From an optimization exercise on the open Yosys and OpenROAD flow, aimed at small area, a short achievable clock period and few clock cycles per item; shortcuts taken in it are not production practice. In this exercise RTL edits were held to simulation tests only and were not proved equivalent to the original.

// neuro
module neuro (input clk, input rst, input load, input [24:0] din, input start,
              output [24:0] state, output ready);
  reg [24:0] x;
  wire [24:0] nx;
  assign state = x;
  assign ready = 1'b1;
  sweepc u_sweep (.x(x), .nx(nx));
  always @(posedge clk) begin
    if (!rst) x <= 25'd15321166;
    else if (load) x <= din;
    else if (start) x <= nx;
  end
endmodule
Size in the first run: ~25 flip-flops, about 55 I/O pins, ~7500 um2 of cells after synthesis.
clock: 90.0 ns
lec_check: 0
abc_area: 1
cap_margin: 20
core_margin: 2
core_utilization: 40
place_density: 0.6
slew_margin: 20
standard.sh (not shown) runs the stock make flow with config.mk's settings and CLKGATE_MAP_FILE= SYNTH_SCRIPT=/design/flow/synth_recipe.tcl, a recipe that flattens the netlist after the stock synthesis.
==> flow/flow/run.sh <==
#!/bin/bash
# Own flow: the standard ORFS layout, with one change in synthesis: ABC maps the logic
# with an area-oriented script (flow/abc_my.script) and Yosys's full/half-adder extraction is
# skipped. The resizer aims for setup slack of 64 ns (a path of 90-64 ns). Registers, flattening and renaming are exactly as in synth_recipe.tcl.
set -euo pipefail
W=$(pwd)
{
  echo 'proc abc {args} {'
  echo '  set i [lsearch -exact $args -script]'
  echo "  if { \$i >= 0 } { set args [lreplace \$args \$i [expr {\$i+1}] -script $W/flow/abc_my.script] }"
  echo '  yosys abc {*}$args'
  echo '}'
  echo 'proc extract_fa {args} {}'
  cat "$W/synth_recipe.tcl"
} > "$W/my_synth.tcl"
sed "s#SYNTH_SCRIPT=[^ ]*#SYNTH_SCRIPT=$W/my_synth.tcl#" "$W/standard.sh" > "$W/my_standard.sh"
grep -q "SYNTH_SCRIPT=$W/my_synth.tcl" "$W/my_standard.sh"
bash "$W/my_standard.sh" finish SETUP_SLACK_MARGIN=64 > "$W/flow_make.log" 2>&1
==> flow/flow/abc_my.script <==
strash
&get -n
&deepsyn -T 20
&put
dch -f
map -a
buffer -p
upsize -D 18000
dnsize -D 18000
topo
stime -c
The starting point completed without violations.
Testbench counts at the start, summed over its fixed seeds: cycles 3,649, sweeps 2,449.
Rerun with:
--- a/flow/flow/run.sh
+++ b/flow/flow/run.sh
@@ -4 +4 @@
-# skipped. The resizer aims for setup slack of 64 ns (a path of 90-64 ns). Registers, flattening and renaming are exactly as in synth_recipe.tcl.
+# skipped, and the port buffers are buf_1 cells. Registers, flattening and renaming are exactly as in synth_recipe.tcl.
@@ -18 +18 @@
-bash "$W/my_standard.sh" finish SETUP_SLACK_MARGIN=64 > "$W/flow_make.log" 2>&1
+bash "$W/my_standard.sh" finish "BUFFER_PORTS_ARGS=-buffer_cell sky130_fd_sc_hd__buf_1" > "$W/flow_make.log" 2>&1
The new run finished clean. Register-to-register slack is worse by 1.4 ns. Clock-buffer cell count does not change. Utilization falls by 12 points. Worst hold slack is better by 0.056 ns. Synthesized cell count does not change. Die area does not change. Final cell count falls by a few percent. Worst setup slack is worse by 1.4 ns. Wire length falls by roughly a tenth. Clock skew hardly moves.

* * *

## JK
Another version of the RTL of neuro (not shown whole).
For scale: ~1,200 cells after synthesis, about 25 flip-flops, roughly 55 I/O pins, about 0.0065 mm² of cells after synthesis.
// neuro
module neuro (input clk, input rst, input load, input [24:0] din, input start,
              output [24:0] state, output ready);
  reg [24:0] x;
  wire [24:0] nx;
  assign state = x;
  assign ready = 1'b1;
  sweepc u_sweep (.x(x), .nx(nx));
  always @(posedge clk) begin
    if (!rst) x <= 25'd15321166;
    else if (load) x <= din;
    else if (start) x <= nx;
  end
endmodule
==> flow/config.mk <==
export PLATFORM = sky130hd
export DESIGN_NAME = neuro
export DESIGN_NICKNAME = neuro
export VERILOG_FILES = /design/flow/design.v
export SDC_FILE = /design/flow/constraint.sdc
export NUM_CORES = 4
export LEC_CHECK = 0
export ABC_AREA = 1
export CAP_MARGIN = 20
export CORE_MARGIN = 2
export CORE_UTILIZATION = 40
export PLACE_DENSITY = 0.6
export SLEW_MARGIN = 20
==> flow/constraint.sdc <==
create_clock -name core_clock -period 90.0 [get_ports {clk}]
set_input_delay 18.0000 -clock core_clock [delete_from_list [all_inputs] [get_ports {clk}]]
set_output_delay 18.0000 -clock core_clock [all_outputs]
set_load 0.01 [all_outputs]
==> flow/flow/run.sh <==
#!/bin/bash
set -euo pipefail
W=$(pwd)
{
  echo 'proc abc {args} {'
  echo '  set i [lsearch -exact $args -script]'
  echo "  if { \$i >= 0 } { set args [lreplace \$args \$i [expr {\$i+1}] -script $W/flow/abc_my.script] }"
  echo '  yosys abc {*}$args'
  echo '}'
  echo 'proc extract_fa {args} {}'
  cat "$W/synth_recipe.tcl"
} > "$W/my_synth.tcl"
sed "s#SYNTH_SCRIPT=[^ ]*#SYNTH_SCRIPT=$W/my_synth.tcl#" "$W/standard.sh" > "$W/my_standard.sh"
grep -q "SYNTH_SCRIPT=$W/my_synth.tcl" "$W/my_standard.sh"
bash "$W/my_standard.sh" finish "BUFFER_PORTS_ARGS=-buffer_cell sky130_fd_sc_hd__buf_1" > "$W/flow_make.log" 2>&1
==> flow/flow/abc_my.script <==
strash
&get -n
&deepsyn -T 20
&put
dch -f
amap
buffer -p
upsize -W 5 -R 30 -D 14000
dnsize -D 14000
topo
stime -c
Testbench counts of JK, summed over its fixed seeds: cycles 3,649, sweeps 2,449.
Input changes introduced in MS (baseline for comparison: JK):
==> flow/flow/abc_my.script <==
strash
&get -n
&deepsyn -T 20
&put
dch -f
amap
buffer -p
upsize -D 18000
dnsize -D 18000
topo
stime -c
-- flow/config.mk --
<<< JK, line 10
export CORE_MARGIN = 2
export CORE_UTILIZATION = 40
export PLACE_DENSITY = 0.6
export SLEW_MARGIN = 20
>>> MS, line 10
export CORE_MARGIN = 2
export CORE_UTILIZATION = 60
export GPL_TIMING_DRIVEN = 1
export PLACE_DENSITY = 0.8
export SLEW_MARGIN = 20
==> summary.txt <==
MS vs. JK: first-pass GRT wire length went down 2500 µm; placer's final routability congestion estimate went up about 5%; final cell count went down 78; worst-case hold slack went up 0.0084 ns.
Inputs modified between MS and AL:
-- flow/flow/run.sh --
<<< MS, line 14
grep -q "SYNTH_SCRIPT=$W/my_synth.tcl" "$W/my_standard.sh"
bash "$W/my_standard.sh" finish "BUFFER_PORTS_ARGS=-buffer_cell sky130_fd_sc_hd__buf_1" > "$W/flow_make.log" 2>&1
>>> AL, line 14
grep -q "SYNTH_SCRIPT=$W/my_synth.tcl" "$W/my_standard.sh"
bash "$W/my_standard.sh" cts "BUFFER_PORTS_ARGS=-buffer_cell sky130_fd_sc_hd__buf_1" > "$W/flow_make_cts.log" 2>&1
# after global routing, the resizer aims for 69.5 ns of setup slack (paths of at most 20.5 ns)
bash "$W/my_standard.sh" finish "BUFFER_PORTS_ARGS=-buffer_cell sky130_fd_sc_hd__buf_1" SETUP_SLACK_MARGIN=69.5 > "$W/flow_make.log" 2>&1
-- flow/config.mk --
<<< MS, line 10
export CORE_MARGIN = 2
export CORE_UTILIZATION = 60
export GPL_TIMING_DRIVEN = 1
export PLACE_DENSITY = 0.8
export SLEW_MARGIN = 20
>>> AL, line 10
export CORE_MARGIN = 2
export CORE_UTILIZATION = 40
export PLACE_DENSITY = 0.6
export SLEW_MARGIN = 20
### Flow results
Taking MS as the reference, in AL detail-routed via count per cell decreased about 6%, final wirelength went up by about 24%, area of the multi-input gates higher, pre-CTS setup slack decreased by 0.21 ns relative to the old numbers.
#### Input delta (TR over AL)
==> flow/flow/run.sh <==
#!/bin/bash
# Own flow: the standard ORFS layout, with one change in synthesis: ABC maps the logic
# with an area-oriented script (flow/abc_my.script) and Yosys's full/half-adder extraction is
# skipped, and the port buffers are buf_1 cells. Registers, flattening and renaming are exactly as in synth_recipe.tcl.
set -euo pipefail
W=$(pwd)
{
  echo 'proc abc {args} {'
  echo '  set i [lsearch -exact $args -script]'
  echo "  if { \$i >= 0 } { set args [lreplace \$args \$i [expr {\$i+1}] -script $W/flow/abc_my.script] }"
  echo '  yosys abc {*}$args'
  echo '}'
  echo 'proc extract_fa {args} {}'
  cat "$W/synth_recipe.tcl"
} > "$W/my_synth.tcl"
sed "s#SYNTH_SCRIPT=[^ ]*#SYNTH_SCRIPT=$W/my_synth.tcl#" "$W/standard.sh" > "$W/my_standard.sh"
grep -q "SYNTH_SCRIPT=$W/my_synth.tcl" "$W/my_standard.sh"
bash "$W/my_standard.sh" finish "BUFFER_PORTS_ARGS=-buffer_cell sky130_fd_sc_hd__buf_1" > "$W/flow_make.log" 2>&1
==> flow/flow/abc_my.script <==
strash
&get -n
&deepsyn -T 20
&put
dch -f
map -a
buffer -p
upsize -D 14000
dnsize -D 14000
topo
stime -c
Results
- Every run in the comparison, AL and TR, completed the flow with a clean layout.
- TR vs AL, area overhead of the layout relative to synthesis went down by 28 points.
- Looking at share of the core filled with cells across AL and TR, the one that comes out lower is TR.
- On die area: between AL and TR, it ends up higher for TR.
- | total wire length after detailed routing | TR vs AL | 8.9% lower |
- The number of logic inverters in the finished layout of TR is higher than that of AL.
- Buffering stage count on the worst path with inverters included was higher in the run labelled AL.
- Diff AL -> TR | final period utilization | decrease of 0.57 points
[inputs] PW vs TR
==> flow/flow/abc_my.script <==
strash
&get -n
&deepsyn -T 20
&put
dch -f
map -a
buffer -p
upsize -D 18000
dnsize -D 18000
topo
stime -c
## What came out
Minimum setup slack in the final design delta (PW − TR): unfavourable. Comparing non-clock buffer count for TR and PW, the smaller number came from TR. | met2 track utilization from global routing | PW vs TR | ≈ equal |. End point of the critical path: x[23] -> PW, x[1] -> TR. On layout net count, TR and PW are basically level. Compared with TR, PW shows a lower highest cell delay on the worst timing path. The register share of the cell area of PW exceeds that of TR by 0.29 points. PW vs. TR: final area went down about 4.4%; weighted congestion at the end of routability-driven global placement went up about 0.54%.

[re-timing with driven ports]
The results above use ideal ports. As a check the final layouts listed here were re-extracted and re-timed, cells and wires unchanged.
Step 1 sets driving cells, clkbuf_16 on the clock port and buf_2 on the other inputs (assumed; they add their load-dependent delay and slew).
Step 2, shift: input delay + t, output delay - t, t = (earliest + latest rising clock arrival at the registers) / 2. This alone moves slack from input paths to output paths.
a / b / c = ideal ports / drivers / drivers and shift; a / b = the first two.
| run | t (ns) | slack for setup (ns) | worst setup path at the end | latest minus earliest clock arrival (ns) | cell pins on the clock port's net |
|---|---|---|---|---|---|
| the first run of note 1 | 0.330 | 65.084 / 65.084 / 65.084 | register to register | 0.007 / 0.007 | 1 |
| the second run of note 1 | 0.326 | 63.638 / 63.638 / 63.638 | register to register | 0.006 / 0.006 | 1 |
| JK | 0.302 | 67.496 / 67.496 / 67.496 | register to register | 0.006 / 0.006 | 1 |
| MS | 0.302 | 67.810 / 67.810 / 67.810 | register to register | 0.007 / 0.007 | 1 |
| AL | 0.299 | 69.469 / 69.469 / 69.389 | input to register | 0.005 / 0.005 | 1 |
| TR | 0.293 | 69.982 / 69.995 / 69.702 | input to register | 0.002 / 0.001 | 1 |
| PW | 0.304 | 68.426 / 68.426 / 68.426 | register to register | 0.006 / 0.006 | 1 |
After both steps setup and hold are still met in every run listed. The setup slack of TR, which loses most, moves by +0.013 ns with the drivers and by -0.280 ns with both steps.
